Context: an optimization exercise on an open-source flow, tuned for small area, a short achievable clock period and few clock cycles per item. The choices shown serve that exercise and are no tape-out recipe. Where RTL was checked, it was by simulation tests only, not by an equivalence proof against the original.

Design booth_multiplier, start of the top module:
module booth_multiplier #(
    parameter int N = 64
)(
    input  logic                    clk,
    input  logic                    rst,
    input  logic                    start,
    input  logic signed [N-1:0]     multiplicand,
    input  logic signed [N-1:0]     multiplier,
    output logic signed [(2*N)-1:0] product,
    output logic                    done
);
clock: 6.0 ns
lec_check: 0
cap_margin: 20
core_margin: 2
core_utilization: 60
setup_slack_margin: 3.0
slew_margin: 20
synth_hierarchical: 1
synth_minimum_keep_size: 0
buffer_ports_args: -buffer_cell sky130_fd_sc_hd__buf_1
standard.sh (not shown) runs the stock make flow with config.mk's settings and CLKGATE_MAP_FILE= SYNTH_SCRIPT=/design/flow/synth_recipe.tcl, a recipe that flattens the netlist after the stock synthesis.
==> flow/flow/run.sh <==
#!/bin/bash
# Own layout flow: the standard flow, with the port buffers made from
# sky130_fd_sc_hd__buf_1 cells instead of the default cell.
set -e
cp standard.sh standard_sh.txt
echo "export BUFFER_PORTS_ARGS = -buffer_cell sky130_fd_sc_hd__buf_1" >> config.mk
bash standard.sh > standard.log 2>&1
The starting point finished clean.
Testbench counts at the start, summed over its fixed seeds: cycles 2,880, items 288.
Edit:
--- a/flow/design.v
+++ b/flow/design.v
@@ -25,18 +25,18 @@
     function automatic logic [2:0] recode(input logic [2:0] b);
         recode[2] = b[1] ^ b[0];
         recode[1] = (b[2] & ~b[1] & ~b[0]) | (~b[2] & b[1] & b[0]);
         recode[0] = b[2];
     endfunction
     logic [8:0] nb;       
     logic [3:0] one_n, two_n, ng_n;
     always_comb begin
-        if (busy) nb = Q[15:7];
-        else      nb = {multiplier[7:0], 1'b0};
+        if (start) nb = {multiplier[7:0], 1'b0};
+        else       nb = Q[15:7];
         for (int j = 0; j < 4; j++)
             {one_n[j], two_n[j], ng_n[j]} = recode(nb[2*j +: 3]);
     end
     logic [65:0] pp0;
     logic [65:0] pp1;
     logic [65:0] pp2;
     logic [65:0] pp3;
     always_comb begin
@@ -546,24 +546,27 @@
     assign C_t[63] = pp3[65];
     assign S_t[64] = 1'b1;
     assign C_t[64] = 1'b0;
     assign S_t[65] = 1'b0;
     assign C_t[65] = 1'b0;
     logic [71:0] cpa;
     bm_cpa u_cpa (.a({S[63:0], SL}), .b({C[63:0], CL}), .s(cpa));
     always_ff @(posedge clk) begin
-        if (start || fin)
-            M <= fin ? cpa[71:8] : multiplicand;
-        if (start || busy || fin)
-            Q <= (busy || fin) ? {lsum[7:0], Q[63:8]} : multiplier;
-        if (start)
+        if (start) begin
+            M   <= multiplicand;
+            Q   <= multiplier;
             cnt <= '0;
-        else if (busy)
+        end else if (busy) begin
+            Q   <= {lsum[7:0], Q[63:8]};
             cnt <= cnt + 1'b1;
+        end else if (fin) begin
+            Q   <= {cpa[7:0], Q[63:8]};
+            M   <= cpa[71:8];
+        end
         S  <= S_t;
         C  <= C_t;
         SL <= SL_t;
         CL <= CL_t;
         if (start || busy) begin
             one <= one_n;
             two <= two_n;
             ng  <= ng_n;
After rerunning: Setup slack is worse by 0.034 ns; sequential share of layout area falls by 0.18 points; clock-buffer cell count falls by 8; cell count rises by 0.84%; maximum frequency falls by 1.2%; via count rises by 0.58%; sequential cell count is unchanged; non-clock buffer count falls by 2; critical path depth falls by 6.
Function not checked in the second run of this note: the RTL went through the layout flow alone.

========
Another version of the RTL of booth_multiplier (not shown whole).
clock: 6.0 ns
lec_check: 0
cap_margin: 20
core_margin: 2
core_utilization: 60
setup_slack_margin: 3.3
slew_margin: 20
synth_hierarchical: 1
synth_minimum_keep_size: 0
buffer_ports_args: -buffer_cell sky130_fd_sc_hd__buf_1
Scripts as last shown in full above: flow/flow/run.sh
Testbench counts at the start, summed over its fixed seeds: cycles 2,880, items 288.
Change:
--- a/flow/design.v
+++ b/flow/design.v
@@ -9,37 +9,36 @@
     output logic signed [(2*N)-1:0] product,
     output logic                    done
 );
     logic [63:0]   M;           
     logic [63:0]   Q;           
     logic [65:0]   S, C;        
     logic [7:0]    SL, CL;      
     logic [3:0]    one, two, ng;       
     logic [3:0]    oneb, twob, ngb;    
     logic          first;       
-    logic          firstc;      
     logic [2:0]    cnt;
     logic          busy, fin;
     logic [8:0]    lsum;
     logic          cout_g;
     assign lsum   = {1'b0, SL} + {1'b0, CL};
     assign cout_g = first ? 1'b0 : lsum[8];
     function automatic logic [2:0] recode(input logic [2:0] b);
         recode[2] = b[1] ^ b[0];
         recode[1] = (b[2] & ~b[1] & ~b[0]) | (~b[2] & b[1] & b[0]);
         recode[0] = b[2];
     endfunction
     logic [8:0] nb;       
     logic [3:0] one_n, two_n, ng_n;
     always_comb begin
-        if (busy) nb = Q[15:7];
-        else      nb = {multiplier[7:0], 1'b0};
+        if (start) nb = {multiplier[7:0], 1'b0};
+        else       nb = Q[15:7];
         for (int j = 0; j < 4; j++)
             {one_n[j], two_n[j], ng_n[j]} = recode(nb[2*j +: 3]);
     end
     logic [65:0] pp0;
     logic [65:0] pp1;
     logic [65:0] pp2;
     logic [65:0] pp3;
     always_comb begin
         pp0[0] = ng[0] ^ (one[0] & M[0]);
         for (int i = 1; i < 33; i++) pp0[i] = ng[0] ^ ((one[0] & M[i]) | (two[0] & M[i-1]));
@@ -62,21 +61,21 @@
         pp3[64] = ngb[3] ^ ((oneb[3] | twob[3]) & M[63]);
         pp3[65] = ~pp3[64];
     end
     logic [65:0] Sg, Cg, C_INIT;
     always_comb begin
         C_INIT = '0;
         C_INIT[65] = 1'b1;
         for (int i = 0; i < 32; i++) C_INIT[2*i] = Q[2*i+1];
     end
     assign Sg = first ? '0 : S;
-    assign Cg = firstc ? C_INIT : C;
+    assign Cg = first ? C_INIT : C;
     logic hs0, hc0, fs1, fc1, fs2, fc2, hs3, hc3;
     logic fs4, fc4, fs5, fc5, fs6, fc6, fs7, fc7;
     logic fs8, fc8, fs9, fc9, fs10, fc10, fs11, fc11;
     logic fs12, fc12, fs13, fc13, fs14, fc14, fs15, fc15;
     logic fs16, fc16, fs17, fc17, fs18, fc18, fs19, fc19;
     logic fs20, fc20, fs21, fc21, fs22, fc22, fs23, fc23;
     logic fs24, fc24, fs25, fc25, fs26, fc26, fs27, fc27;
     logic fs28, fc28, fs29, fc29, fs30, fc30, fs31, fc31;
     logic fs32, fc32, fs33, fc33, fs34, fc34, fs35, fc35;
     logic fs36, fc36, fs37, fc37, fs38, fc38, fs39, fc39;
@@ -545,29 +544,31 @@
     assign C_t[62] = hs262;
     assign S_t[63] = hc262;
     assign C_t[63] = pp3[65];
     assign S_t[64] = 1'b1;
     assign C_t[64] = 1'b0;
     assign S_t[65] = 1'b0;
     assign C_t[65] = 1'b0;
     logic [71:0] cpa;
     bm_cpa u_cpa (.a({S[63:0], SL}), .b({C[63:0], CL}), .s(cpa));
     always_ff @(posedge clk) begin
-        if (start || fin)
-            M <= fin ? cpa[71:8] : multiplicand;
-        if (start || busy || fin)
-            Q <= (busy || fin) ? {lsum[7:0], Q[63:8]} : multiplier;
-        if (start)
+        if (start) begin
+            M   <= multiplicand;
+            Q   <= multiplier;
             cnt <= '0;
-        else if (busy)
+        end else if (busy) begin
+            Q   <= {lsum[7:0], Q[63:8]};
             cnt <= cnt + 1'b1;
-        firstc <= start;
+        end else if (fin) begin
+            Q   <= {cpa[7:0], Q[63:8]};
+            M   <= cpa[71:8];
+        end
         S  <= S_t;
         C  <= C_t;
         SL <= SL_t;
         CL <= CL_t;
         if (start || busy) begin
             one <= one_n;
             two <= two_n;
             ng  <= ng_n;
         end
         oneb <= one_n;
The changed run finished with timing, DRC and antenna clean.
Setup slack degrades by 160 ps.
Fmax falls by 5.6%.
Wire length increases by 3.2%.
Final area came out higher by 2.3%.
Cell count is higher by 1.8%.
Synthesized cell count came out higher by 1.2%.
First-iteration DRC count falls by 1.6%.
Area after synthesis went up by 0.89%.
Core utilization goes up by 0.33 points.
The RTL of the second run of this note was laid out without a check of its function.

-- port drivers added, routing unchanged --
No port has a modelled driver above. Below, the same layouts with a new extraction and two added sets of constraints. Step 1 sets driving cells, clkbuf_16 on the clock port and buf_2 on the other inputs (assumed; they add their load-dependent delay and slew). Step 2 times the ports against the registers' clock, not the clock port: input delays grow and output delays shrink by t, the midpoint of the rising clock arrivals with the driver on. Slacks: ideal / step 1 / step 2; pairs: ideal / step 1.
run	t, ns	slack for setup (ns)	worst data-port slew with drivers (ns)
the first run of note 1	0.619	3.131 / 3.131 / 2.637	0.06
the second run of note 1	0.605	3.097 / 3.130 / 2.525	0.08
the first run of note 2	0.615	3.354 / 3.313 / 2.953	0.06
the second run of note 2	0.615	3.197 / 3.197 / 2.927	0.08
After both steps setup and hold are still met in every run listed. For the second run of note 1, which loses most, drivers alone change the setup slack by +0.033 ns; drivers and shift together by -0.572 ns.
